This is an optimization exercise on Yosys and OpenROAD, whose aim is small area, not a production implementation.
Function was not checked in any run shown here: the RTL went through the layout flow alone.

**flow/flow/run.sh**
```bash
#!/bin/bash
# The standard layout (standard.sh, unchanged synthesis) with:
#  - each port buffered by the smallest buffer cell instead of a delay cell,
#  - clock tree built from clkbuf_8 cells, without dummy loads.
set -euo pipefail
export BUFFER_PORTS_ARGS="-buffer_cell sky130_fd_sc_hd__buf_1"
export CTS_ARGS="-sink_clustering_enable -repair_clock_nets -dont_use_dummy_load -buf_list sky130_fd_sc_hd__clkbuf_8"
bash standard.sh > standard.log 2>&1
```
**flow/standard.sh**
```bash
#!/bin/bash
# synth_recipe.tcl (not shown) runs the flow's synth.tcl, then flattens the netlist and writes it again
# the make line also repeats each setting of config.mk as NAME=value (left out here)
make -C /OpenROAD-flow-scripts/flow DESIGN_CONFIG=/design/flow/config.mk WORK_HOME=/design/flow/orfs CLKGATE_MAP_FILE= SYNTH_SCRIPT=/design/flow/synth_recipe.tcl "${@:-finish}"
```
**flow/config.mk**
```make
export PLATFORM = sky130hd
export DESIGN_NAME = DSP
export DESIGN_NICKNAME = DSP
export VERILOG_FILES = /design/flow/design.v
export SDC_FILE = /design/flow/constraint.sdc
export NUM_CORES = 4
export LEC_CHECK = 0
export ABC_AREA = 1
export CAP_MARGIN = 20
export CORE_MARGIN = 2
export CORE_UTILIZATION = 40
export GPL_TIMING_DRIVEN = 0
export PLACE_DENSITY = 0.6
export SLEW_MARGIN = 20
export SYNTH_HIERARCHICAL = 1
export SYNTH_MINIMUM_KEEP_SIZE = 0
```
**flow/constraint.sdc**
```tcl
create_clock -name core_clock -period 7.0 [get_ports {clk}]
set_input_delay 1.4000 -clock core_clock [delete_from_list [all_inputs] [get_ports {clk}]]
set_output_delay 1.4000 -clock core_clock [all_outputs]
set_load 0.01 [all_outputs]
```
**flow/design.v**
```verilog
module DSP(A, B, C, D, clk, rst_n, P);
input  [17:0] A, B, D;
input  [47:0] C;
input clk, rst_n;
output reg [47:0] P;
reg [18:0] Sr, S1, S2;
reg [17:0] A0, A1;
reg [2:0] v;     
reg [47:0] Q;
reg [20:0] T2;
  wire [18:0] Ssum = {u52, u50, u48, u46, u44, u42, u40, u38, u37, s19, s17, s15, s13, s11, s9, s7, s5, s3, s1};
  wire [20:0] T3 = {u104, u102, u100, u98, u96, u94, u92, u91, s75, s73, s71, s69, s67, s65, s63, s61, s59, s57, s55, s53, S1[0]};
always @(posedge clk) begin
  Sr <= Ssum;
  S1 <= Sr;
  S2 <= S1;
  T2 <= T3;
  A0 <= A;
  A1 <= A0;
end
always @(posedge clk or negedge rst_n)
  if (!rst_n) v <= 3'b000;
  else        v <= {v[1:0], 1'b1};
  wire [20:0] s1x = {2'b00, S2};
  wire [20:0] s2x = {1'b0, S2, 1'b0};
  wire e1_0 = v[2] & ~A1[1] & A1[0];
  wire e2_0 = v[2] & A1[1] & ~A1[0];
  wire e3_0 = v[2] & A1[1] & A1[0];
  wire [20:0] pp0 = (({21{e1_0}} & s1x) | ({21{e2_0}} & s2x) | ({21{e3_0}} & T2));
  wire e1_1 = v[2] & ~A1[3] & A1[2];
  wire e2_1 = v[2] & A1[3] & ~A1[2];
  wire e3_1 = v[2] & A1[3] & A1[2];
  wire [20:0] pp1 = (({21{e1_1}} & s1x) | ({21{e2_1}} & s2x) | ({21{e3_1}} & T2));
  wire e1_2 = v[2] & ~A1[5] & A1[4];
  wire e2_2 = v[2] & A1[5] & ~A1[4];
  wire e3_2 = v[2] & A1[5] & A1[4];
  wire [20:0] pp2 = (({21{e1_2}} & s1x) | ({21{e2_2}} & s2x) | ({21{e3_2}} & T2));
  wire e1_3 = v[2] & ~A1[7] & A1[6];
  wire e2_3 = v[2] & A1[7] & ~A1[6];
  wire e3_3 = v[2] & A1[7] & A1[6];
  wire [20:0] pp3 = (({21{e1_3}} & s1x) | ({21{e2_3}} & s2x) | ({21{e3_3}} & T2));
  wire e1_4 = v[2] & ~A1[9] & A1[8];
  wire e2_4 = v[2] & A1[9] & ~A1[8];
  wire e3_4 = v[2] & A1[9] & A1[8];
  wire [20:0] pp4 = (({21{e1_4}} & s1x) | ({21{e2_4}} & s2x) | ({21{e3_4}} & T2));
  wire e1_5 = v[2] & ~A1[11] & A1[10];
  wire e2_5 = v[2] & A1[11] & ~A1[10];
  wire e3_5 = v[2] & A1[11] & A1[10];
  wire [20:0] pp5 = (({21{e1_5}} & s1x) | ({21{e2_5}} & s2x) | ({21{e3_5}} & T2));
  wire e1_6 = v[2] & ~A1[13] & A1[12];
  wire e2_6 = v[2] & A1[13] & ~A1[12];
  wire e3_6 = v[2] & A1[13] & A1[12];
  wire [20:0] pp6 = (({21{e1_6}} & s1x) | ({21{e2_6}} & s2x) | ({21{e3_6}} & T2));
  wire e1_7 = v[2] & ~A1[15] & A1[14];
  wire e2_7 = v[2] & A1[15] & ~A1[14];
  wire e3_7 = v[2] & A1[15] & A1[14];
  wire [20:0] pp7 = (({21{e1_7}} & s1x) | ({21{e2_7}} & s2x) | ({21{e3_7}} & T2));
  wire e1_8 = v[2] & ~A1[17] & A1[16];
  wire e2_8 = v[2] & A1[17] & ~A1[16];
  wire e3_8 = v[2] & A1[17] & A1[16];
  wire [20:0] pp8 = (({21{e1_8}} & s1x) | ({21{e2_8}} & s2x) | ({21{e3_8}} & T2));
  wire s1, c2;
  ha u_s1 (B[0], D[0], s1, c2);
  wire s3, c4;
  fa u_s3 (B[1], D[1], c2, s3, c4);
  wire s5, c6;
  fa u_s5 (B[2], D[2], c4, s5, c6);
  wire s7, c8;
  fa u_s7 (B[3], D[3], c6, s7, c8);
  wire s9, c10;
  fa u_s9 (B[4], D[4], c8, s9, c10);
  wire s11, c12;
  fa u_s11 (B[5], D[5], c10, s11, c12);
  wire s13, c14;
  fa u_s13 (B[6], D[6], c12, s13, c14);
  wire s15, c16;
  fa u_s15 (B[7], D[7], c14, s15, c16);
  wire s17, c18;
  fa u_s17 (B[8], D[8], c16, s17, c18);
  wire s19, c20;
  fa u_s19 (B[9], D[9], c18, s19, c20);
  wire s21, c22;
  ha u_s21 (B[10], D[10], s21, c22);
  wire s23, c24;
  fa u_s23 (B[11], D[11], c22, s23, c24);
  wire s25, c26;
  fa u_s25 (B[12], D[12], c24, s25, c26);
  wire s27, c28;
  fa u_s27 (B[13], D[13], c26, s27, c28);
  wire s29, c30;
  fa u_s29 (B[14], D[14], c28, s29, c30);
  wire s31, c32;
  fa u_s31 (B[15], D[15], c30, s31, c32);
  wire s33, c34;
  fa u_s33 (B[16], D[16], c32, s33, c34);
  wire s35, c36;
  fa u_s35 (B[17], D[17], c34, s35, c36);
  wire u37 = s21 ^ c20;
  wire u38 = s23 ^ (c20 & s21);
  wire t39 = s21 & s23;
  wire u40 = s25 ^ (c20 & t39);
  wire t41 = t39 & s25;
  wire u42 = s27 ^ (c20 & t41);
  wire t43 = t41 & s27;
  wire u44 = s29 ^ (c20 & t43);
  wire t45 = t43 & s29;
  wire u46 = s31 ^ (c20 & t45);
  wire t47 = t45 & s31;
  wire u48 = s33 ^ (c20 & t47);
  wire t49 = t47 & s33;
  wire u50 = s35 ^ (c20 & t49);
  wire t51 = t49 & s35;
  wire u52 = c36 | (c20 & t51);
  wire s53, c54;
  ha u_s53 (S1[0], S1[1], s53, c54);
  wire s55, c56;
  fa u_s55 (S1[1], S1[2], c54, s55, c56);
  wire s57, c58;
  fa u_s57 (S1[2], S1[3], c56, s57, c58);
  wire s59, c60;
  fa u_s59 (S1[3], S1[4], c58, s59, c60);
  wire s61, c62;
  fa u_s61 (S1[4], S1[5], c60, s61, c62);
  wire s63, c64;
  fa u_s63 (S1[5], S1[6], c62, s63, c64);
  wire s65, c66;
  fa u_s65 (S1[6], S1[7], c64, s65, c66);
  wire s67, c68;
  fa u_s67 (S1[7], S1[8], c66, s67, c68);
  wire s69, c70;
  fa u_s69 (S1[8], S1[9], c68, s69, c70);
  wire s71, c72;
  fa u_s71 (S1[9], S1[10], c70, s71, c72);
  wire s73, c74;
  fa u_s73 (S1[10], S1[11], c72, s73, c74);
  wire s75, c76;
  fa u_s75 (S1[11], S1[12], c74, s75, c76);
  wire s77, c78;
  ha u_s77 (S1[12], S1[13], s77, c78);
  wire s79, c80;
  fa u_s79 (S1[13], S1[14], c78, s79, c80);
  wire s81, c82;
  fa u_s81 (S1[14], S1[15], c80, s81, c82);
  wire s83, c84;
  fa u_s83 (S1[15], S1[16], c82, s83, c84);
  wire s85, c86;
  fa u_s85 (S1[16], S1[17], c84, s85, c86);
  wire s87, c88;
  fa u_s87 (S1[17], S1[18], c86, s87, c88);
  wire s89, c90;
  ha u_s89 (S1[18], c88, s89, c90);
  wire u91 = s77 ^ c76;
  wire u92 = s79 ^ (c76 & s77);
  wire t93 = s77 & s79;
  wire u94 = s81 ^ (c76 & t93);
  wire t95 = t93 & s81;
  wire u96 = s83 ^ (c76 & t95);
  wire t97 = t95 & s83;
  wire u98 = s85 ^ (c76 & t97);
  wire t99 = t97 & s85;
  wire u100 = s87 ^ (c76 & t99);
  wire t101 = t99 & s87;
  wire u102 = s89 ^ (c76 & t101);
  wire t103 = t101 & s89;
  wire u104 = c90 | (c76 & t103);
  wire s105, c106;
  ha u_s105 (pp0[16], pp1[14], s105, c106);
  wire s107, c108;
  fa u_s107 (pp0[17], pp1[15], pp2[13], s107, c108);
  wire s109, c110;
  fa u_s109 (pp0[18], pp1[16], pp2[14], s109, c110);
  wire s111, c112;
  fa u_s111 (pp0[19], pp1[17], pp2[15], s111, c112);
  wire s113, c114;
  fa u_s113 (pp0[20], pp1[18], pp2[16], s113, c114);
  wire s115, c116;
  ha u_s115 (pp1[19], pp2[17], s115, c116);
  wire s117, c118;
  ha u_s117 (pp1[20], pp2[18], s117, c118);
  wire s119, c120;
  ha u_s119 (pp0[10], pp1[8], s119, c120);
  wire s121, c122;
  fa u_s121 (pp0[11], pp1[9], pp2[7], s121, c122);
  wire s123, c124;
  fa u_s123 (pp0[12], pp1[10], pp2[8], s123, c124);
  wire s125, c126;
  ha u_s125 (pp3[6], pp4[4], s125, c126);
  wire s127, c128;
  fa u_s127 (pp0[13], pp1[11], pp2[9], s127, c128);
  wire s129, c130;
  fa u_s129 (pp3[7], pp4[5], pp5[3], s129, c130);
  wire s131, c132;
  fa u_s131 (pp0[14], pp1[12], pp2[10], s131, c132);
  wire s133, c134;
  fa u_s133 (pp3[8], pp4[6], pp5[4], s133, c134);
  wire s135, c136;
  ha u_s135 (pp6[2], pp7[0], s135, c136);
  wire s137, c138;
  fa u_s137 (pp0[15], pp1[13], pp2[11], s137, c138);
  wire s139, c140;
  fa u_s139 (pp3[9], pp4[7], pp5[5], s139, c140);
  wire s141, c142;
  fa u_s141 (pp6[3], pp7[1], C[15], s141, c142);
  wire s143, c144;
  fa u_s143 (pp2[12], pp3[10], pp4[8], s143, c144);
  wire s145, c146;
  fa u_s145 (pp5[6], pp6[4], pp7[2], s145, c146);
  wire s147, c148;
  fa u_s147 (pp8[0], s105, C[16], s147, c148);
  wire s149, c150;
  fa u_s149 (pp3[11], pp4[9], pp5[7], s149, c150);
  wire s151, c152;
  fa u_s151 (pp6[5], pp7[3], pp8[1], s151, c152);
  wire s153, c154;
  fa u_s153 (c106, s107, C[17], s153, c154);
  wire s155, c156;
  fa u_s155 (pp3[12], pp4[10], pp5[8], s155, c156);
  wire s157, c158;
  fa u_s157 (pp6[6], pp7[4], pp8[2], s157, c158);
  wire s159, c160;
  fa u_s159 (c108, s109, C[18], s159, c160);
  wire s161, c162;
  fa u_s161 (pp3[13], pp4[11], pp5[9], s161, c162);
  wire s163, c164;
  fa u_s163 (pp6[7], pp7[5], pp8[3], s163, c164);
  wire s165, c166;
  fa u_s165 (c110, s111, C[19], s165, c166);
  wire s167, c168;
  fa u_s167 (pp3[14], pp4[12], pp5[10], s167, c168);
  wire s169, c170;
  fa u_s169 (pp6[8], pp7[6], pp8[4], s169, c170);
  wire s171, c172;
  fa u_s171 (c112, s113, C[20], s171, c172);
  wire s173, c174;
  fa u_s173 (pp3[15], pp4[13], pp5[11], s173, c174);
  wire s175, c176;
  fa u_s175 (pp6[9], pp7[7], pp8[5], s175, c176);
  wire s177, c178;
  fa u_s177 (s115, c114, C[21], s177, c178);
  wire s179, c180;
  fa u_s179 (pp3[16], pp4[14], pp5[12], s179, c180);
  wire s181, c182;
  fa u_s181 (pp6[10], pp7[8], pp8[6], s181, c182);
  wire s183, c184;
  fa u_s183 (c116, s117, C[22], s183, c184);
  wire s185, c186;
  fa u_s185 (pp2[19], pp3[17], pp4[15], s185, c186);
  wire s187, c188;
  fa u_s187 (pp5[13], pp6[11], pp7[9], s187, c188);
  wire s189, c190;
  fa u_s189 (pp8[7], c118, C[23], s189, c190);
  wire s191, c192;
  fa u_s191 (pp2[20], pp3[18], pp4[16], s191, c192);
  wire s193, c194;
  fa u_s193 (pp5[14], pp6[12], pp7[10], s193, c194);
  wire s195, c196;
  ha u_s195 (pp8[8], C[24], s195, c196);
  wire s197, c198;
  fa u_s197 (pp3[19], pp4[17], pp5[15], s197, c198);
  wire s199, c200;
  fa u_s199 (pp6[13], pp7[11], pp8[9], s199, c200);
  wire s201, c202;
  fa u_s201 (pp3[20], pp4[18], pp5[16], s201, c202);
  wire s203, c204;
  ha u_s203 (pp6[14], pp7[12], s203, c204);
  wire s205, c206;
  fa u_s205 (pp4[19], pp5[17], pp6[15], s205, c206);
  wire s207, c208;
  ha u_s207 (pp4[20], pp5[18], s207, c208);
  wire s209, c210;
  ha u_s209 (pp0[6], pp1[4], s209, c210);
  wire s211, c212;
  fa u_s211 (pp0[7], pp1[5], pp2[3], s211, c212);
  wire s213, c214;
  fa u_s213 (pp0[8], pp1[6], pp2[4], s213, c214);
  wire s215, c216;
  ha u_s215 (pp3[2], pp4[0], s215, c216);
  wire s217, c218;
  fa u_s217 (pp0[9], pp1[7], pp2[5], s217, c218);
  wire s219, c220;
  fa u_s219 (pp3[3], pp4[1], C[9], s219, c220);
  wire s221, c222;
  fa u_s221 (pp2[6], pp3[4], pp4[2], s221, c222);
  wire s223, c224;
  fa u_s223 (pp5[0], s119, C[10], s223, c224);
  wire s225, c226;
  fa u_s225 (pp3[5], pp4[3], pp5[1], s225, c226);
  wire s227, c228;
  fa u_s227 (c120, s121, C[11], s227, c228);
  wire s229, c230;
  fa u_s229 (pp5[2], pp6[0], s125, s229, c230);
  wire s231, c232;
  fa u_s231 (c122, s123, C[12], s231, c232);
  wire s233, c234;
  fa u_s233 (pp6[1], c126, c124, s233, c234);
  wire s235, c236;
  fa u_s235 (s127, s129, C[13], s235, c236);
  wire s237, c238;
  fa u_s237 (s135, c128, c130, s237, c238);
  wire s239, c240;
  fa u_s239 (s131, s133, C[14], s239, c240);
  wire s241, c242;
  fa u_s241 (c136, c132, c134, s241, c242);
  wire s243, c244;
  fa u_s243 (s137, s139, s141, s243, c244);
  wire s245, c246;
  fa u_s245 (c138, c140, s143, s245, c246);
  wire s247, c248;
  fa u_s247 (s145, c142, s147, s247, c248);
  wire s249, c250;
  fa u_s249 (c144, c146, s149, s249, c250);
  wire s251, c252;
  fa u_s251 (s151, c148, s153, s251, c252);
  wire s253, c254;
  fa u_s253 (c150, c152, s155, s253, c254);
  wire s255, c256;
  fa u_s255 (s157, c154, s159, s255, c256);
  wire s257, c258;
  fa u_s257 (c156, c158, s161, s257, c258);
  wire s259, c260;
  fa u_s259 (s163, c160, s165, s259, c260);
  wire s261, c262;
  fa u_s261 (c162, c164, s167, s261, c262);
  wire s263, c264;
  fa u_s263 (s169, c166, s171, s263, c264);
  wire s265, c266;
  fa u_s265 (c168, c170, s173, s265, c266);
  wire s267, c268;
  fa u_s267 (s175, c172, s177, s267, c268);
  wire s269, c270;
  fa u_s269 (c174, c176, s179, s269, c270);
  wire s271, c272;
  fa u_s271 (s181, c178, s183, s271, c272);
  wire s273, c274;
  fa u_s273 (c180, c182, s185, s273, c274);
  wire s275, c276;
  fa u_s275 (s187, c184, s189, s275, c276);
  wire s277, c278;
  fa u_s277 (c186, c188, s191, s277, c278);
  wire s279, c280;
  fa u_s279 (s193, s195, c190, s279, c280);
  wire s281, c282;
  fa u_s281 (c192, c194, s197, s281, c282);
  wire s283, c284;
  fa u_s283 (s199, C[25], c196, s283, c284);
  wire s285, c286;
  fa u_s285 (pp8[10], s203, c198, s285, c286);
  wire s287, c288;
  fa u_s287 (c200, s201, C[26], s287, c288);
  wire s289, c290;
  fa u_s289 (pp7[13], pp8[11], c204, s289, c290);
  wire s291, c292;
  fa u_s291 (c202, s205, C[27], s291, c292);
  wire s293, c294;
  fa u_s293 (pp6[16], pp7[14], pp8[12], s293, c294);
  wire s295, c296;
  fa u_s295 (s207, c206, C[28], s295, c296);
  wire s297, c298;
  fa u_s297 (pp5[19], pp6[17], pp7[15], s297, c298);
  wire s299, c300;
  fa u_s299 (pp8[13], c208, C[29], s299, c300);
  wire s301, c302;
  fa u_s301 (pp5[20], pp6[18], pp7[16], s301, c302);
  wire s303, c304;
  ha u_s303 (pp8[14], C[30], s303, c304);
  wire s305, c306;
  fa u_s305 (pp6[19], pp7[17], pp8[15], s305, c306);
  wire s307, c308;
  ha u_s307 (pp6[20], pp7[18], s307, c308);
  wire s309, c310;
  ha u_s309 (pp0[4], pp1[2], s309, c310);
  wire s311, c312;
  fa u_s311 (pp0[5], pp1[3], pp2[1], s311, c312);
  wire s313, c314;
  fa u_s313 (pp2[2], pp3[0], s209, s313, c314);
  wire s315, c316;
  fa u_s315 (pp3[1], c210, s211, s315, c316);
  wire s317, c318;
  fa u_s317 (s215, c212, s213, s317, c318);
  wire s319, c320;
  fa u_s319 (c216, c214, s217, s319, c320);
  wire s321, c322;
  fa u_s321 (c218, s221, c220, s321, c322);
  wire s323, c324;
  fa u_s323 (c222, s225, c224, s323, c324);
  wire s325, c326;
  fa u_s325 (c226, s229, c228, s325, c326);
  wire s327, c328;
  fa u_s327 (c230, s233, c232, s327, c328);
  wire s329, c330;
  fa u_s329 (c234, s237, c236, s329, c330);
  wire s331, c332;
  fa u_s331 (c238, s241, c240, s331, c332);
  wire s333, c334;
  fa u_s333 (c242, s245, c244, s333, c334);
  wire s335, c336;
  fa u_s335 (c246, s249, c248, s335, c336);
  wire s337, c338;
  fa u_s337 (c250, s253, c252, s337, c338);
  wire s339, c340;
  fa u_s339 (c254, s257, c256, s339, c340);
  wire s341, c342;
  fa u_s341 (c258, s261, c260, s341, c342);
  wire s343, c344;
  fa u_s343 (c262, s265, c264, s343, c344);
  wire s345, c346;
  fa u_s345 (c266, s269, c268, s345, c346);
  wire s347, c348;
  fa u_s347 (c270, s273, c272, s347, c348);
  wire s349, c350;
  fa u_s349 (c274, s277, s279, s349, c350);
  wire s351, c352;
  fa u_s351 (c278, s281, s283, s351, c352);
  wire s353, c354;
  fa u_s353 (c282, s285, s287, s353, c354);
  wire s355, c356;
  fa u_s355 (s289, c286, c288, s355, c356);
  wire s357, c358;
  fa u_s357 (s293, c290, c292, s357, c358);
  wire s359, c360;
  fa u_s359 (c294, s297, c296, s359, c360);
  wire s361, c362;
  fa u_s361 (c298, s301, s303, s361, c362);
  wire s363, c364;
  fa u_s363 (c302, s305, C[31], s363, c364);
  wire s365, c366;
  fa u_s365 (pp8[16], s307, c306, s365, c366);
  wire s367, c368;
  fa u_s367 (pp7[19], pp8[17], c308, s367, c368);
  wire s369, c370;
  ha u_s369 (pp7[20], pp8[18], s369, c370);
  wire s371, c372;
  ha u_s371 (pp0[2], pp1[0], s371, c372);
  wire s373, c374;
  fa u_s373 (pp0[3], pp1[1], C[3], s373, c374);
  wire s375, c376;
  fa u_s375 (pp2[0], s309, C[4], s375, c376);
  wire s377, c378;
  fa u_s377 (c310, s311, C[5], s377, c378);
  wire s379, c380;
  fa u_s379 (c312, s313, C[6], s379, c380);
  wire s381, c382;
  fa u_s381 (c314, s315, C[7], s381, c382);
  wire s383, c384;
  fa u_s383 (c316, s317, C[8], s383, c384);
  wire s385, c386;
  fa u_s385 (c318, s319, s219, s385, c386);
  wire s387, c388;
  fa u_s387 (c320, s223, s321, s387, c388);
  wire s389, c390;
  fa u_s389 (s227, c322, s323, s389, c390);
  wire s391, c392;
  fa u_s391 (s231, c324, s325, s391, c392);
  wire s393, c394;
  fa u_s393 (s235, c326, s327, s393, c394);
  wire s395, c396;
  fa u_s395 (s239, c328, s329, s395, c396);
  wire s397, c398;
  fa u_s397 (c330, s331, s243, s397, c398);
  wire s399, c400;
  fa u_s399 (c332, s247, s333, s399, c400);
  wire s401, c402;
  fa u_s401 (s251, c334, s335, s401, c402);
  wire s403, c404;
  fa u_s403 (s255, c336, s337, s403, c404);
  wire s405, c406;
  fa u_s405 (s259, c338, s339, s405, c406);
  wire s407, c408;
  fa u_s407 (s263, c340, s341, s407, c408);
  wire s409, c410;
  fa u_s409 (s267, c342, s343, s409, c410);
  wire s411, c412;
  fa u_s411 (s271, c344, s345, s411, c412);
  wire s413, c414;
  fa u_s413 (s275, c346, s347, s413, c414);
  wire s415, c416;
  fa u_s415 (c276, c348, s349, s415, c416);
  wire s417, c418;
  fa u_s417 (c280, s351, c350, s417, c418);
  wire s419, c420;
  fa u_s419 (c284, s353, c352, s419, c420);
  wire s421, c422;
  fa u_s421 (s291, s355, c354, s421, c422);
  wire s423, c424;
  fa u_s423 (s295, c356, s357, s423, c424);
  wire s425, c426;
  fa u_s425 (s299, c358, s359, s425, c426);
  wire s427, c428;
  fa u_s427 (c300, s361, c360, s427, c428);
  wire s429, c430;
  fa u_s429 (c304, s363, c362, s429, c430);
  wire s431, c432;
  fa u_s431 (s365, C[32], c364, s431, c432);
  wire s433, c434;
  fa u_s433 (s367, c366, C[33], s433, c434);
  wire s435, c436;
  fa u_s435 (s369, c368, C[34], s435, c436);
  wire s437, c438;
  fa u_s437 (pp8[19], c370, C[35], s437, c438);
  wire s439, c440;
  ha u_s439 (pp8[20], C[36], s439, c440);
  wire s441, c442;
  ha u_s441 (pp0[0], C[0], s441, c442);
  wire s443, c444;
  fa u_s443 (pp0[1], C[1], c442, s443, c444);
  wire s445, c446;
  fa u_s445 (s371, C[2], c444, s445, c446);
  wire s447, c448;
  fa u_s447 (c372, s373, c446, s447, c448);
  wire s449, c450;
  fa u_s449 (c374, s375, c448, s449, c450);
  wire s451, c452;
  fa u_s451 (c376, s377, c450, s451, c452);
  wire s453, c454;
  ha u_s453 (c378, s379, s453, c454);
  wire s455, c456;
  ha u_s455 (c380, s381, s455, c456);
  wire s457, c458;
  ha u_s457 (c382, s383, s457, c458);
  wire s459, c460;
  ha u_s459 (c384, s385, s459, c460);
  wire s461, c462;
  ha u_s461 (c386, s387, s461, c462);
  wire s463, c464;
  ha u_s463 (c388, s389, s463, c464);
  wire s465, c466;
  ha u_s465 (c390, s391, s465, c466);
  wire s467, c468;
  ha u_s467 (c392, s393, s467, c468);
  wire s469, c470;
  ha u_s469 (c394, s395, s469, c470);
  wire s471, c472;
  ha u_s471 (c396, s397, s471, c472);
  wire s473, c474;
  ha u_s473 (c398, s399, s473, c474);
  wire s475, c476;
  ha u_s475 (c400, s401, s475, c476);
  wire s477, c478;
  ha u_s477 (c402, s403, s477, c478);
  wire s479, c480;
  ha u_s479 (c404, s405, s479, c480);
  wire s481, c482;
  ha u_s481 (c406, s407, s481, c482);
  wire s483, c484;
  ha u_s483 (c408, s409, s483, c484);
  wire s485, c486;
  ha u_s485 (c410, s411, s485, c486);
  wire s487, c488;
  ha u_s487 (c412, s413, s487, c488);
  wire s489, c490;
  ha u_s489 (c414, s415, s489, c490);
  wire s491, c492;
  ha u_s491 (c416, s417, s491, c492);
  wire s493, c494;
  ha u_s493 (s419, c418, s493, c494);
  wire s495, c496;
  ha u_s495 (s421, c420, s495, c496);
  wire s497, c498;
  ha u_s497 (c422, s423, s497, c498);
  wire s499, c500;
  ha u_s499 (c424, s425, s499, c500);
  wire s501, c502;
  ha u_s501 (c426, s427, s501, c502);
  wire s503, c504;
  ha u_s503 (s429, c428, s503, c504);
  wire s505, c506;
  ha u_s505 (s431, c430, s505, c506);
  wire s507, c508;
  ha u_s507 (s433, c432, s507, c508);
  wire s509, c510;
  ha u_s509 (c434, s435, s509, c510);
  wire s511, c512;
  ha u_s511 (c436, s437, s511, c512);
  wire s513, c514;
  ha u_s513 (s439, c438, s513, c514);
  wire g515 = c454 | (s453 & c452);
  wire g516 = c456 | (s455 & g515);
  wire p517 = s455 & s453;
  wire g518 = c460 | (s459 & c458);
  wire p519 = s459 & s457;
  wire g520 = c464 | (s463 & c462);
  wire p521 = s463 & s461;
  wire g522 = c468 | (s467 & c466);
  wire p523 = s467 & s465;
  wire g524 = c472 | (s471 & c470);
  wire p525 = s471 & s469;
  wire g526 = c476 | (s475 & c474);
  wire p527 = s475 & s473;
  wire g528 = c480 | (s479 & c478);
  wire p529 = s479 & s477;
  wire g530 = c484 | (s483 & c482);
  wire p531 = s483 & s481;
  wire g532 = c488 | (s487 & c486);
  wire p533 = s487 & s485;
  wire g534 = c492 | (s491 & c490);
  wire p535 = s491 & s489;
  wire g536 = c496 | (s495 & c494);
  wire p537 = s495 & s493;
  wire g538 = c500 | (s499 & c498);
  wire p539 = s499 & s497;
  wire g540 = c504 | (s503 & c502);
  wire p541 = s503 & s501;
  wire g542 = c508 | (s507 & c506);
  wire p543 = s507 & s505;
  wire g544 = c512 | (s511 & c510);
  wire p545 = s511 & s509;
  wire g546 = g518 | (p519 & g516);
  wire p547 = p519 & p517;
  wire g548 = g522 | (p523 & g520);
  wire p549 = p523 & p521;
  wire g550 = g526 | (p527 & g524);
  wire p551 = p527 & p525;
  wire g552 = g530 | (p531 & g528);
  wire p553 = p531 & p529;
  wire g554 = g534 | (p535 & g532);
  wire p555 = p535 & p533;
  wire g556 = g538 | (p539 & g536);
  wire p557 = p539 & p537;
  wire g558 = g542 | (p543 & g540);
  wire p559 = p543 & p541;
  wire g560 = g548 | (p549 & g546);
  wire p561 = p549 & p547;
  wire g562 = g552 | (p553 & g550);
  wire p563 = p553 & p551;
  wire g564 = g556 | (p557 & g554);
  wire p565 = p557 & p555;
  wire g566 = g562 | (p563 & g560);
  wire p567 = p563 & p561;
  wire g568 = g564 | (p565 & g566);
  wire p569 = p565 & p567;
  wire g570 = g550 | (p551 & g560);
  wire p571 = p551 & p561;
  wire g572 = g554 | (p555 & g566);
  wire p573 = p555 & p567;
  wire g574 = g558 | (p559 & g568);
  wire p575 = p559 & p569;
  wire g576 = g520 | (p521 & g546);
  wire p577 = p521 & p547;
  wire g578 = g524 | (p525 & g560);
  wire p579 = p525 & p561;
  wire g580 = g528 | (p529 & g570);
  wire p581 = p529 & p571;
  wire g582 = g532 | (p533 & g566);
  wire p583 = p533 & p567;
  wire g584 = g536 | (p537 & g572);
  wire p585 = p537 & p573;
  wire g586 = g540 | (p541 & g568);
  wire p587 = p541 & p569;
  wire g588 = g544 | (p545 & g574);
  wire p589 = p545 & p575;
  wire g590 = c458 | (s457 & g516);
  wire p591 = s457 & p517;
  wire g592 = c462 | (s461 & g546);
  wire p593 = s461 & p547;
  wire g594 = c466 | (s465 & g576);
  wire p595 = s465 & p577;
  wire g596 = c470 | (s469 & g560);
  wire p597 = s469 & p561;
  wire g598 = c474 | (s473 & g578);
  wire p599 = s473 & p579;
  wire g600 = c478 | (s477 & g570);
  wire p601 = s477 & p571;
  wire g602 = c482 | (s481 & g580);
  wire p603 = s481 & p581;
  wire g604 = c486 | (s485 & g566);
  wire p605 = s485 & p567;
  wire g606 = c490 | (s489 & g582);
  wire p607 = s489 & p583;
  wire g608 = c494 | (s493 & g572);
  wire p609 = s493 & p573;
  wire g610 = c498 | (s497 & g584);
  wire p611 = s497 & p585;
  wire g612 = c502 | (s501 & g568);
  wire p613 = s501 & p569;
  wire g614 = c506 | (s505 & g586);
  wire p615 = s505 & p587;
  wire g616 = c510 | (s509 & g574);
  wire p617 = s509 & p575;
  wire g618 = c514 | (s513 & g588);
  wire p619 = s513 & p589;
  wire r620 = s453 ^ c452;
  wire r621 = s455 ^ g515;
  wire r622 = s457 ^ g516;
  wire r623 = s459 ^ g590;
  wire r624 = s461 ^ g546;
  wire r625 = s463 ^ g592;
  wire r626 = s465 ^ g576;
  wire r627 = s467 ^ g594;
  wire r628 = s469 ^ g560;
  wire r629 = s471 ^ g596;
  wire r630 = s473 ^ g578;
  wire r631 = s475 ^ g598;
  wire r632 = s477 ^ g570;
  wire r633 = s479 ^ g600;
  wire r634 = s481 ^ g580;
  wire r635 = s483 ^ g602;
  wire r636 = s485 ^ g566;
  wire r637 = s487 ^ g604;
  wire r638 = s489 ^ g582;
  wire r639 = s491 ^ g606;
  wire r640 = s493 ^ g572;
  wire r641 = s495 ^ g608;
  wire r642 = s497 ^ g584;
  wire r643 = s499 ^ g610;
  wire r644 = s501 ^ g568;
  wire r645 = s503 ^ g612;
  wire r646 = s505 ^ g586;
  wire r647 = s507 ^ g614;
  wire r648 = s509 ^ g574;
  wire r649 = s511 ^ g616;
  wire r650 = s513 ^ g588;
  wire k651 = g618 ^ c440;
  wire r652 = C[37] ^ k651;
  wire r653 = C[38] ^ (k651 & C[37]);
  wire t654 = C[37] & C[38];
  wire r655 = C[39] ^ (k651 & t654);
  wire t656 = t654 & C[39];
  wire r657 = C[40] ^ (k651 & t656);
  wire t658 = t656 & C[40];
  wire r659 = C[41] ^ (k651 & t658);
  wire t660 = t658 & C[41];
  wire r661 = C[42] ^ (k651 & t660);
  wire t662 = t660 & C[42];
  wire r663 = C[43] ^ (k651 & t662);
  wire t664 = t662 & C[43];
  wire r665 = C[44] ^ (k651 & t664);
  wire t666 = t664 & C[44];
  wire r667 = C[45] ^ (k651 & t666);
  wire t668 = t666 & C[45];
  wire r669 = C[46] ^ (k651 & t668);
  wire t670 = t668 & C[46];
  wire r671 = C[47] ^ (k651 & t670);
  wire t672 = t670 & C[47];
  wire [47:0] SUM = {r671, r669, r667, r665, r663, r661, r659, r657, r655, r653, r652, r650, r649, r648, r647, r646, r645, r644, r643, r642, r641, r640, r639, r638, r637, r636, r635, r634, r633, r632, r631, r630, r629, r628, r627, r626, r625, r624, r623, r622, r621, r620, s451, s449, s447, s445, s443, s441};
always @(posedge clk or negedge rst_n)
  if (!rst_n) begin
    Q <= 48'd0;
    P <= 48'd0;
  end else begin
    Q <= SUM;
    P <= Q;
  end
endmodule
module fa(input a, input b, input c, output s, output co);
  assign s = a ^ b ^ c;
  assign co = (a & b) | (a & c) | (b & c);
endmodule
module ha(input a, input b, output s, output co);
  assign s = a ^ b;
  assign co = a & b;
endmodule
```
==> results by group, run 1 <==
Synthesis
  – Library cells used by synthesis: 41
  – Post-synth EDFFs: 0
  – Synth async-reset ratio: 46.70%
  – Synth top cells by count: nand2_1, fa_1, o221ai_1
  – Most frequent cell after synthesis: nand2_1
  – Leading area contributor after synthesis: fa_1
  – Post-Syn Nets: 1516
  – Cells after Synth: 1150
  – Synth top area share: about 28%
  – Ys flop type: dfxtp_1
  – Sequential share of the synthesized area: about 35%
  – Synth Register Bits: approximately 210
  – Area contributors post-synth: fa_1, dfrtp_1, dfxtp_1
  – Syn_area_per_cell: 11.64 um^2
  – Ys Warns: 7
  – Syn Std Cell Area: between 10000 and 15000 um^2

Final layout
  – Area Growth Syn to Fin: 13.23%
  – Layout cells sized above 1: under 10%
  – Fillcell total: between 3000 and 4000
  – # nets final: approximately 1700
  – FF+latch area: 4740 um^2
  – N_diodes: 0
  – Multi-input logic area: roughly 8000 um^2
  – Final core occ: between 40% and 50%

Timing
  – Fin crit share: 93.66%
  – Final Setup Violations: 0
  – Final setup skew: between 0.03 and 0.04 ns
  – Worst Hold Margin: approximately 0.32 ns
  – Fin worst setup slack: 0.4439 ns
  – Min cycle time layout: 6.556 ns
  – Slew headroom: roughly 57%
  – Fin. Hold Viols: 0
  – Worst slew pin tran: ~0.64 ns
  – Max-slew violations: 0
  – Max Fclk: 0.1525 GHz

Clocking
  – CTS Buf Count: 36
  – CTS tree: yes
  – # clock sinks: 212
  – Max Root-Sink Buffers: 3
  – Reg clk slew, reported paths: 0.05 ns
  – Worst skew pair latency: 0.52 ns
  – Clk root buf: clkbuf_8
  – H-tree Lvls: 2
  – Hold-fix buffers, CTS: 0

Worst setup path
  – Crit path DAT: between 6 and 7 ns
  – Worst Path Class, Setup: reg2reg
  – Critical Path RT: 7.42 ns
  – R2R Setup Slk: roughly 0.44 ns
  – CP endpoint kind: flop
  – Startpoint types: flop
  – CP max stage cell: fa_1
  – Kind of cell adding the most delay to the critical path: adder cells
  – Crit path max fanout: 10
  – Most used cell, CP: nand2_1
  – CP max stage delay: 0.50 ns
  – Buf/Inv on CP: 6

Routing
  – DRT Wirelength: 35170 um
  – Antenna Violating Nets Remaining: 0
  – Via/cell ratio: 5.365
  – Iteration-0 DRC Markers: roughly 800
  – Vias: 9577
  – Drt pass-1 iters: 5
  – # DRC: 0
  – Avg WL per Cell: 19.70 um

Die
  – Die Ht: between 150 and 200 um
  – Starting Density: between 40 and 50%
  – Core box area: between 30000 and 40000 um^2
  – Boundary Pins: approximately 150
  – Row Count: 66
  – Die area: between 30000 and 40000 um^2
  – Die W: 186.9 um

Placed design
  – Routability cong.: ~0.92
  – # port buffers: ~150
  – DP HPWL: ~28000 um
  – Place WS: -0.01562 ns

GRT
  – Aggregate global-route resource usage: 20.68%
  – Largest net degree at the start of global routing: 34
  – Total grt overflow: 0
  – Initial antenna violation count: 0
  – Number of global-route vias before repair: around 10000
  – First-pass GRT wire length: roughly 56000 um

Job
  – # Max-Cap Violations: 0

Outcome
  – Outcome: complete, no violations

Worst hold path
  – Worst min path class: reg2reg
## Yosys stat by module (local to each module, per instance)
module | flip-flops and latches | cells | area, um^2 | times used
fa | 0 | 1 | 20.02 | 188
DSP | 212 | 908 | 8941 | 1
ha | 0 | 1 | 12.51 | 54
## layer usage
| metal | share of wire, % | up-vias | routed length [um] | track usage, % |
|---|---|---|---|---|
| met5 | 0 | - | 0 | 0 |
| met2 | 47 | 410 | 16620 | 34.32 |
| met3 | 7.6 | 62 | 2673 | 4.315 |
| met4 | 2.3 | 0 | 794 | 5.586 |
| met1 | 43 | 4737 | 15080 | 27.60 |
| li1 | - | 4368 | - | - |
## layout by cell type, fill, tap and decap left out, types with 2 or more instances in the layout
cell type   count
nand2_1       199
fa_1          188
o221ai_1      162
buf_1         150
dfxtp_1       113
dfrtp_1        99
ha_1           74
nor2_1         51
clkbuf_8       36
clkinv_1       34
inv_1          33
buf_2          26
clkbuf_1       21
nand3_1        19
xnor2_1        16
xor2_1         13
a21oi_1        13
buf_4          12
nand2_2        10
nor2_2         10
o22ai_1         9
nand3b_4        7
nor2_4          5
nand2_4         5
clkinvlp_4      4
o21bai_1        3
nor3_1          3
a31o_2          3
inv_2           2
nor3_4          2
clkbuf_2        2
a21o_1          2
nand4_1         2
buf_12          2
## per-stage QoR
step | instance area, um^2 | TNS (ns) | instances
floorplan | 13380 | 0 | 1150
global placement | 14500 | 0 | 1743
detailed placement | 14570 | -0.01562 | 1746
CTS | 15070 | 0 | 1782
global route | 15150 | -0.004801 | 1785
finish | 15150 | 0 | 1785
## cell type report
type | instances | area share [%]
multi-input combinational | 807 | 53.61
sequential | 212 | 31.28
timing repair buffer | 161 | 4.542
tap | 442 | 3.650
clock buffer | 36 | 3.270
inverter | 73 | 1.908
buffer | 54 | 1.734
## worst reg2reg max path: cells and delay by family, from the launching register on
kind,cells,cell delay [ns]
adder cells (fa/ha/maj),7,2.81
AND/OR/NAND/NOR,15,1.54
buffers and inverters,6,0.99
AO/OA/AOI/OAI,2,0.52
flip-flops,1,0.32
XOR/XNOR,2,0.28
## path summary, 6_finish.rpt
check / endpoint / from / cells past startpoint
worst max-delay path: Q[43] / v[2] / 32
worst min-delay path: A1[16] / A0[16] / 0
worst max register to register: Q[43] / v[2] / 32
worst min register to register: A1[16] / A0[16] / 0
max in group asynchronous: Q[34] / rst_n / 4
min in group asynchronous: Q[5] / rst_n / 1
## kinds of logic (layout without fill, tap and decap cells)
group                    Yosys count  count (layout)  share of synthesized area [%]
adder cells (fa/ha/maj)          262             262                          35.05
AO/OA/AOI/OAI                    195             195                          12.22
other                              1               1                        0.02803
flip-flops                       212             212                          35.42
AND/OR/NAND/NOR                  319             319                          11.21
XOR/XNOR                          30              30                          1.964
buffers and inverters            131             324                          4.105
## timing repair
item / CTS / global route
pin swaps: 0 / 3
setup endpoints to repair: 1 / 8
resized for setup: 1 / 11
setup buffers: 0 / 7
## state kept, by name, summed over array words and instances (netlist names)
register and flops:
v 3, Sr 19, P 48, Q 48, A0 18, T2 21, A1 18, S1 19
S2 18
==> inputs of run 2 (changes only) <==
==> flow/design.v (replaced) <==
module DSP(A, B, C, D, clk, rst_n, P);
input  [17:0] A, B, D;
input  [47:0] C;
input clk, rst_n;
output reg  [47:0] P;
reg  [17:0] A_reg_stg1, A_reg_stg2, B_reg, D_reg;
reg  [18:0] adder_out_stg1, adder_out_stg2;
reg  [47:0] C_reg;
reg  [36:0] mult_out;
always @(posedge clk or negedge rst_n) begin
	if (!rst_n) begin
		 A_reg_stg1 <= 0;
		 A_reg_stg2 <= 0;
		 B_reg <= 0;
                 C_reg <= 0; 
		 D_reg <= 0;
		 adder_out_stg1 <= 0; 
                 adder_out_stg2 <= 0;
		 mult_out <= 0;
		 P <= 0;
	end
	else begin
		A_reg_stg1 <= A;
		A_reg_stg2 <= A_reg_stg1;
		B_reg <= B;
		C_reg <= C;
		D_reg <= D; 
                adder_out_stg1 <= D_reg + B_reg;
		adder_out_stg2 <= adder_out_stg1; 
                mult_out <= A_reg_stg2 * adder_out_stg2;
		P <= mult_out + C_reg;
		end
end
endmodule
==> flow/run.sh (new file) <==
#!/bin/bash
# synth_recipe.tcl (not shown) runs the flow's synth.tcl, then flattens the netlist and writes it again
# the make line also repeats each setting of config.mk as NAME=value (left out here)
make -C /OpenROAD-flow-scripts/flow DESIGN_CONFIG=/design/flow/config.mk WORK_HOME=/design/flow/orfs CLKGATE_MAP_FILE= SYNTH_SCRIPT=/design/flow/synth_recipe.tcl finish
==> flow/config.mk (replaced) <==
export PLATFORM = sky130hd
export DESIGN_NAME = DSP
export DESIGN_NICKNAME = DSP
export VERILOG_FILES = /design/flow/design.v
export SDC_FILE = /design/flow/constraint.sdc
export NUM_CORES = 4
export LEC_CHECK = 0
export CAP_MARGIN = 20
export CORE_MARGIN = 2
export CORE_UTILIZATION = 40
export PLACE_DENSITY = 0.6
export SLEW_MARGIN = 20
removed: flow/flow/run.sh
removed: flow/standard.sh
==> results by group, run 2 <==
Outcome
  – Outcome: complete, no violations

Final layout
  – Final core occ: 47.43% (+1.1 points)
  – Commonest non-fill, non-tap cells in the layout: inv_1, fa_1, nand2_1
  – Final instance area: 23220 um^2 (+53%)
  – Commonest non-fill, non-tap cell in the layout: inv_1
  – # nets final: 2604 (+52%)
  – Final Instance Count excl. Fillers: 2745 (+54%)
  – Layout cells sized above 1: 4.277% (-5.7 points)
  – N_diodes: 0 (unchanged)
  – Area Growth Syn to Fin: 16.90%
  – Fillcell total: 4523 (+46%)

Synthesis
  – Post-Syn Nets: 2452 (+62%)
  – Post-synthesis xor/xnor area fraction: 3.837% (+1.9 points)
  – Post-synth EDFFs: 0 (unchanged)
  – Leading area contributor after synthesis: dfrtp_1
  – Synth Register Bits: 243 (+15%)
  – Library cells used by synthesis: 49 (+20%)
  – Cells after Synth: 1908 (+66%)
  – Most frequent cell after synthesis: inv_1
  – Area contributors post-synth: dfrtp_1, fa_1, ha_1
  – Area share of and/or/nand/nor cells after synthesis: 12.01% (+0.80 points)
  – Sequential share of the synthesized area: 30.62% (-4.8 points)
  – Ys flop type: dfrtp_1
  – Complex-gate fraction of the synthesized area: 7.862% (-4.4 points)
  – Synth top cells by count: inv_1, fa_1, nand2_1
  – Largest family of logic cells by synthesized area: adder cells
  – Mux share of post-synthesis cell area: 0% (unchanged)
  – Synth top area share: 30.62% (+2.5 points)
  – Syn Std Cell Area: 19860 um^2 (+48%)
  – Post-synthesis adder-cell area fraction: 38.08% (+3.0 points)
  – Ys Warns: 1 (-6)
  – Syn_area_per_cell: 10.41 um^2 (-11%)
  – Synth async-reset ratio: 100.0% (+53 points)

Timing
  – Final Setup Violations: 0 (unchanged)
  – Max Fclk: 0.1493 GHz (-2.1%)
  – Max-slew violations: 0 (unchanged)
  – Slew headroom: 36.34% (-21 points)
  – Setup tns final: 0 ns (unchanged)
  – RSZ-0062 raised after global routing: no
  – Min cycle time layout: 6.699 ns (+0.1427 ns)
  – Final setup skew: 0.01129 ns (-0.01941 ns)
  – Fin. Hold Viols: 0 (unchanged)
  – Worst slew pin tran: 0.9549 ns (+0.3146 ns)
  – Fin crit share: 95.70% (+2.0 points)

Routing
  – # DRC: 0 (unchanged)
  – Avg WL per Cell: 16.59 um (-16%)
  – DRT Wirelength: 45530 um (+29%)
  – Via/cell ratio: 4.802 (-11%)
  – Vias: 13180 (+38%)
  – Antenna Violating Nets Remaining: 0 (unchanged)
  – Iteration-0 DRC Markers: 680 (-16%)
  – Drt pass-1 iters: 5 (unchanged)

Worst setup path
  – CP endpoint kind: flop
  – Crit path max fanout: 19 (+9)
  – Critical path depth: 23 (-28%)
  – CP max stage delay: 0.56 ns (+0.06 ns)
  – Kind of cell adding the most delay to the critical path: adder cells
  – Startpoint types: flop
  – Most used cell, CP: fa_1
  – Buf/Inv on CP: 5 (-1)
  – Critical Path RT: 7.44 ns (+0.02 ns)
  – Worst Path Class, Setup: reg2reg
  – Crit-path cells: and2_1 > fa_1 > inv_1 > fa_1 > fa_1 > fa_1 > inv_1 > fa_1 > inv_1 > fa_1 > inv_1 > ha_1 > and3_1 > and3_1 > a21o_1 > a2111oi_2 > o21bai_1 > a21oi_2 > o21ai_1 > buf_4 > a221oi_1 > a211oi_1 > xnor2_1
  – Reg2Reg Depth: 23 (-28%)
  – CP max stage cell: fa_1
  – Crit path DAT: 7.14 ns (+0.17 ns)

Clocking
  – Max Root-Sink Buffers: 3 (unchanged)
  – Reg clk slew, reported paths: 0.06 ns (about the same)
  – CTS Buf Count: 29 (-19%)
  – Worst skew pair latency: 0.56 ns (+0.04 ns)
  – # clock sinks: 243 (+15%)
  – CTS tree: yes
  – H-tree Lvls: 1 (-1)
  – Clk root buf: clkbuf_16

Die
  – Die W: 226.8 um (+21%)
  – Die Ht: 226.8 um (+21%)
  – Row Count: 81 (+23%)
  – Starting Density: 40.57% (-0.34 points)
  – Die area: 51450 um^2 (+47%)
  – Boundary Pins: 152 (unchanged)
  – Core box area: 48950 um^2 (+50%)

Placed design
  – Routability cong.: 0.8740 (-4.9%)
  – Placed Instances: 2693 (+54%)
  – # port buffers: 151 (unchanged)
  – Placed instance area: 22220 um^2 (+53%)
  – DP HPWL: 36270 um (+32%)

Worst hold path
  – Worst min path class: reg2reg
  – Cell count of the worst hold path: 0 (unchanged)

GRT
  – Initial antenna violation count: 0 (unchanged)
  – Number of global-route vias before repair: 14050 (+39%)
  – Largest net degree at the start of global routing: 125 (+270%)
  – Aggregate global-route resource usage: 18.40% (-2.3 points)
  – Total grt overflow: 0 (unchanged)
  – First-pass GRT wire length: 74180 um (+31%)

Job
  – # Max-Cap Violations: 0 (unchanged)
[run 2: cells by family after synthesis]
| family | after synthesis |
|---|---|
| and+or+nand+nor | 498 |
| adders and majority gates | 440 |
| buffers and inverters | 402 |
| DFF | 243 |
| AOI/OAI and AO/OA | 238 |
| xor gates and xnor gates | 87 |
[run 2: metal layers]
metal	share of wire (%)	wire length, um	global-route usage, %
met5	0	0	0
met4	1.8	834	4.011
met3	5.8	2662	2.967
met2	47	21280	30.18
met1	46	20750	25.73
[run 2: metrics by stage]
stage	worst slack (ns)	hold slack (ns)
after detailed placement	0.1400	0.3347
after floorplan	0.4585	0.3312
final	0.3012	0.3467
after global placement	0.2228	0.3320
after global routing	0.01235	0.3536
after CTS	0.1232	0.3480
[run 2: worst paths after layout]
check                               from        endpoint  slack [ns]
max                        A_reg_stg2[6]    mult_out[36]        0.30
min                        A_reg_stg1[2]   A_reg_stg2[2]        0.35
max reg2reg                A_reg_stg2[6]    mult_out[36]        0.30
min reg2reg                A_reg_stg1[2]   A_reg_stg2[2]        0.35
max in group asynchronous          rst_n            P[8]        4.96
min in group asynchronous          rst_n  A_reg_stg1[14]        0.89
[run 2: cell type report]
| type | count | area, um^2 | share of cell area, % |
|---|---|---|---|
| multi-input cells | 1263 | 12290 | 52.92 |
| flip-flops and latches | 243 | 6086 | 26.21 |
| repair buffers | 181 | 1754 | 7.555 |
| inverters | 342 | 1284 | 5.529 |
| well taps | 664 | 830.8 | 3.578 |
| clock buffers | 39 | 793.3 | 3.417 |
| clock inverters | 13 | 182.7 | 0.7868 |
[run 2: timing repair]
| item | CTS | global route |
|---|---|---|
| endpoints found under the setup margin | 0 | 8 |
| hold buffers | 0 | 0 |
| setup buffers | 0 | 0 |
| hold endpoints to repair | 0 | 0 |
| gates resized for setup | 0 | 7 |

[afterwards: timing with drivers on the ports]
How much do the figures lean on ideal ports? The routed layouts below were timed once more, with nothing changed but the port constraints.
Step 1 (the two cells are an assumption about what drives the block):
set clk [get_ports {clk}]
set_driving_cell -lib_cell sky130_fd_sc_hd__clkbuf_16 $clk
set_driving_cell -lib_cell sky130_fd_sc_hd__buf_2 [delete_from_list [all_inputs] $clk]
Step 2 times the ports against the registers' clock, not the clock port: input delays grow and output delays shrink by t, the midpoint of the rising clock arrivals with the driver on.
a / b / c = ideal ports / drivers / drivers and shift; a / b = the first two.
run | t (ns) | slack for setup (ns) | pins driven straight from the clock port
run 1 | 0.560 | 0.444 / 0.444 / 0.340 | 1
run 2 | 0.605 | 0.301 / 0.301 / 0.301 | 1
After both steps setup and hold are still met in every run listed. The setup slack of run 1, which loses most, moves by 0.000 ns with the drivers and by -0.104 ns with both steps.
